This is an optimization exercise on Yosys and OpenROAD, whose aim is small area, not a production implementation. In this exercise RTL edits were held to simulation tests only and were not proved equivalent to the original. The clock input has no modelled driver; a real chip could not lean on it and would need a root buffer or a full tree. Power figures rest on the tool's default switching activity, not on a simulated workload.

==> module uart_main, before the edit <==
module uart_main(
     input logic clk_in,
     input logic  reset,
     input logic [1:0]S,
     input logic Load,
     input logic [7:0]data_board,
     output logic serial_out,
     input logic serial_in,
     output logic [7:0]register
   );
    logic [12:0] txc, txcn;
    logic [1:0] txq;
    wire txeq = (txc == 13'd7478);
    wire txdbl = S[1] ~^ S[0];
    wire txtick = txeq & (txdbl ? (txq[1] & ~txq[0]) : txq[0]);
    assign txcn[0] = txeq ? 1'b1 : txc[12] ^ txc[7];
    assign txcn[1] = txeq ? 1'b0 : txc[0];
    assign txcn[2] = txeq ? 1'b1 : txc[1];
    assign txcn[3] = txeq ? 1'b1 : txc[2];
    assign txcn[4] = txeq ? 1'b1 : txc[3];
    assign txcn[5] = txeq ? 1'b1 : txc[4];
    assign txcn[6] = txeq ? 1'b1 : txc[5];
    assign txcn[7] = txeq ? 1'b0 : txc[6];
    assign txcn[8] = txeq ? 1'b0 : txc[7];
    assign txcn[9] = txeq ? 1'b1 : txc[8];
    assign txcn[10] = txeq ? 1'b0 : txc[9];
    assign txcn[11] = txeq ? S[1] : txc[10];
    assign txcn[12] = txeq ? 1'b1 : txc[11];
    always_ff @(posedge clk_in) begin   
        if (reset) begin
            txc <= 13'd7835;
            txq <= 2'd0;
        end else begin
            txc <= txcn;
            if (txeq) txq <= txq + 2'd1;
        end
    end
    logic [9:0] rxc, rxcn;
    logic rxt;
    wire rxeq = (rxc == 10'd362);
    wire rxtick = rxeq & rxt;
    assign rxcn[0] = rxeq ? 1'b1 : rxc[9] ^ rxc[6];
    assign rxcn[1] = rxeq ? 1'b0 : rxc[0];
    assign rxcn[2] = rxeq ? 1'b1 : rxc[1];
    assign rxcn[3] = rxeq ? ~(~S[1] & S[0]) : rxc[2];
    assign rxcn[4] = rxeq ? ~S[1] : rxc[3];
    assign rxcn[5] = rxeq ? ~S[0] : rxc[4];
    assign rxcn[6] = rxeq ? ~(S[1] & S[0]) : rxc[5];
    assign rxcn[7] = rxeq ? 1'b1 : rxc[6];
    assign rxcn[8] = rxeq ? 1'b1 : rxc[7];
    assign rxcn[9] = rxeq ? S[0] : rxc[8];
    always_ff @(posedge clk_in) begin   
        if (reset) begin
            rxc <= 10'd181;
            rxt <= 1'b0;
        end else begin
            rxc <= rxcn;
            rxt <= rxt ^ rxeq;
        end
    end
    logic [3:0] e;
    logic transmit, a;
    logic [7:0] data_1;
    wire tx_idle = e[3] & ~e[1];
    always_ff @(posedge clk_in or posedge reset) begin
        if (reset) begin
            e <= 4'd8;
        end else if (txtick) begin
            if (tx_idle) begin
                if (transmit) e <= 4'd14;
            end else begin
                e <= e + 4'd1;
            end
        end
    end
    always_ff @(posedge clk_in) begin   
        if (reset) begin
            transmit <= 1'b0;
            a <= 1'b0;
        end else if (txtick && tx_idle) begin
            a <= Load;
            if (!Load) transmit <= a;
        end
    end
    always_ff @(posedge clk_in) begin
        if (txtick && tx_idle && Load) data_1 <= data_board;
    end
    assign serial_out = e[3] ? ~e[0] : data_1[e[2:0]];
    logic [3:0] st, cnt;
    wire rx_idle = st[3] & ~st[1] & st[0];
    wire rx_last = (cnt == 4'd15);
    wire [3:0] st_inc = (st[3] & ~st[0] & ~serial_in) ? st : st + 4'd1;
    always_ff @(posedge clk_in) begin   
        if (reset) begin
            st <= 4'd9;
            cnt <= 4'd6;
        end else if (rxtick) begin
            cnt <= rx_idle ? 4'd6 : cnt + 4'd1;
            if (rx_idle) begin
                st <= serial_in ? 4'd9 : (st[2] ? 4'd13 : 4'd15);
            end else if (rx_last) begin
                st <= st_inc;
            end
        end
    end
    genvar i;
    for (i = 0; i < 8; i = i + 1) begin : g_reg
        always_ff @(posedge clk_in or posedge reset) begin
            if (reset) register[i] <= 1'b0;
            else if (rxtick && rx_last && st == i) register[i] <= serial_in;
        end
    end
endmodule
==> flow/config.mk <==
export PLATFORM = sky130hd
export DESIGN_NAME = uart_main
export DESIGN_NICKNAME = uart_main
export VERILOG_FILES = /design/flow/design.v
export SDC_FILE = /design/flow/constraint.sdc
export NUM_CORES = 4
export LEC_CHECK = 0
export CAP_MARGIN = 20
export CORE_MARGIN = 2
export CORE_UTILIZATION = 40
export GPL_TIMING_DRIVEN = 0
export SLEW_MARGIN = 20
==> flow/constraint.sdc <==
create_clock -name core_clock -period 10.0 [get_ports {clk_in}]
set_input_delay 2.0000 -clock core_clock [delete_from_list [all_inputs] [get_ports {clk_in}]]
set_output_delay 2.0000 -clock core_clock [all_outputs]
set_load 0.01 [all_outputs]
standard.sh (not shown) runs the stock make flow with config.mk's settings and CLKGATE_MAP_FILE= SYNTH_SCRIPT=/design/flow/synth_recipe.tcl, a recipe that flattens the netlist after the stock synthesis.
==> flow/flow/run.sh <==
#!/bin/bash
# Layout flow: the standard ORFS flow (standard.sh), with its synthesis unchanged, except that
#  - the combinational logic of the synthesized netlist is re-mapped for area by ABC
#    (flow/resynth.sh); every flip-flop keeps its instance name, cell type and connections;
#  - ports are buffered with buf_1 instead of the default port buffer;
#  - before CTS, flow/cts_hook.tcl gives the logic the smallest cells of the same function
#    and builds a one-level clock tree of CLK_CLUSTERS clock buffers in place of the H-tree.
# Logs: standard_synth.log and standard.log (make), resynth/ (yosys), orfs/logs (each step).
set -euo pipefail
export CLK_BUF=sky130_fd_sc_hd__clkbuf_8
export CLK_CLUSTERS=3
R=$PWD/orfs/results/sky130hd/uart_main/base
bash standard.sh synth > standard_synth.log 2>&1
cp $R/1_2_yosys.v $R/1_2_yosys_standard.v
bash flow/resynth.sh $R/1_2_yosys_standard.v $R/1_2_yosys.v $PWD > resynth.log 2>&1
bash standard.sh \
  BUFFER_PORTS_ARGS="-buffer_cell sky130_fd_sc_hd__buf_1" \
  PRE_CTS_TCL="$PWD/flow/cts_hook.tcl" \
  finish > standard.log 2>&1
Other scripts of this flow, unchanged in this note and not shown: flow/flow/cts_clusters.tcl, flow/flow/cts_hook.tcl, flow/flow/downsize.tcl, flow/flow/resynth.sh
The baseline completed with no timing, DRC or antenna violations.
Edit:
--- a/flow/design.v
+++ b/flow/design.v
@@ -86,20 +86,20 @@
     always_ff @(posedge clk_in) begin
         if (txtick && tx_idle && Load) data_1 <= data_board;
     end
     assign serial_out = e[3] ? ~e[0] : data_1[e[2:0]];
     logic [3:0] st, cnt;
     wire rx_idle = st[3] & ~st[1] & st[0];
-    wire rx_last = (cnt == 4'd15);
+    wire rx_last = (cnt == 4'd9);
     wire [3:0] st_inc = (st[3] & ~st[0] & ~serial_in) ? st : st + 4'd1;
     always_ff @(posedge clk_in) begin   
         if (reset) begin
             st <= 4'd9;
-            cnt <= 4'd6;
+            cnt <= 4'd0;
         end else if (rxtick) begin
-            cnt <= rx_idle ? 4'd6 : cnt + 4'd1;
+            cnt <= rx_idle ? 4'd0 : cnt + 4'd1;
             if (rx_idle) begin
                 st <= serial_in ? 4'd9 : (st[2] ? 4'd13 : 4'd15);
             end else if (rx_last) begin
                 st <= st_inc;
             end
         end
The new run completed with no timing, DRC or antenna violations; final area stays flat; combinational power hardly moves; via count is lower by about 2.5%; total power stays flat; worst hold slack hardly moves; fmax fell by about 4%; cell count goes up by about 1.6%; sequential power stays flat; routed wire length is higher by 2.8%; clock power barely changes; first-iteration DRC count goes up by 38%; utilization hardly moves; critical path depth climbs by 4; flip-flop and latch count is unchanged.
No run of this note takes its clock network from TritonCTS; it comes from the design's own scripts or RTL.

[port drivers added, routing unchanged]
The flow's constraints put no driver on any port. The routed layouts listed below were extracted and timed again, unchanged, in two steps.
Step 1 (the two cells are an assumption about what drives the block):
set clk [get_ports {clk_in}]
set_driving_cell -lib_cell sky130_fd_sc_hd__clkbuf_16 $clk
set_driving_cell -lib_cell sky130_fd_sc_hd__buf_2 [delete_from_list [all_inputs] $clk]
Step 2 also shifts input and output timing later by t, the mid clock arrival at the registers, as if the neighbouring blocks saw the same clock.
Slacks: ideal / step 1 / step 2; pairs: ideal / step 1.
| run | t, ns | setup WS [ns] | hold slack, ns | latest minus earliest clock arrival (ns) |
|---|---|---|---|---|
| the first run | 0.208 | 5.862 / 5.882 / 5.674 | 0.440 / 0.440 / 0.440 | 0.007 / 0.007 |
| the second run | 0.208 | 5.697 / 5.724 / 5.516 | 0.441 / 0.441 / 0.441 | 0.010 / 0.010 |
After both steps setup and hold are still met in every run listed. For the first run, which loses most, drivers alone change the setup slack by +0.020 ns; drivers and shift together by -0.188 ns.
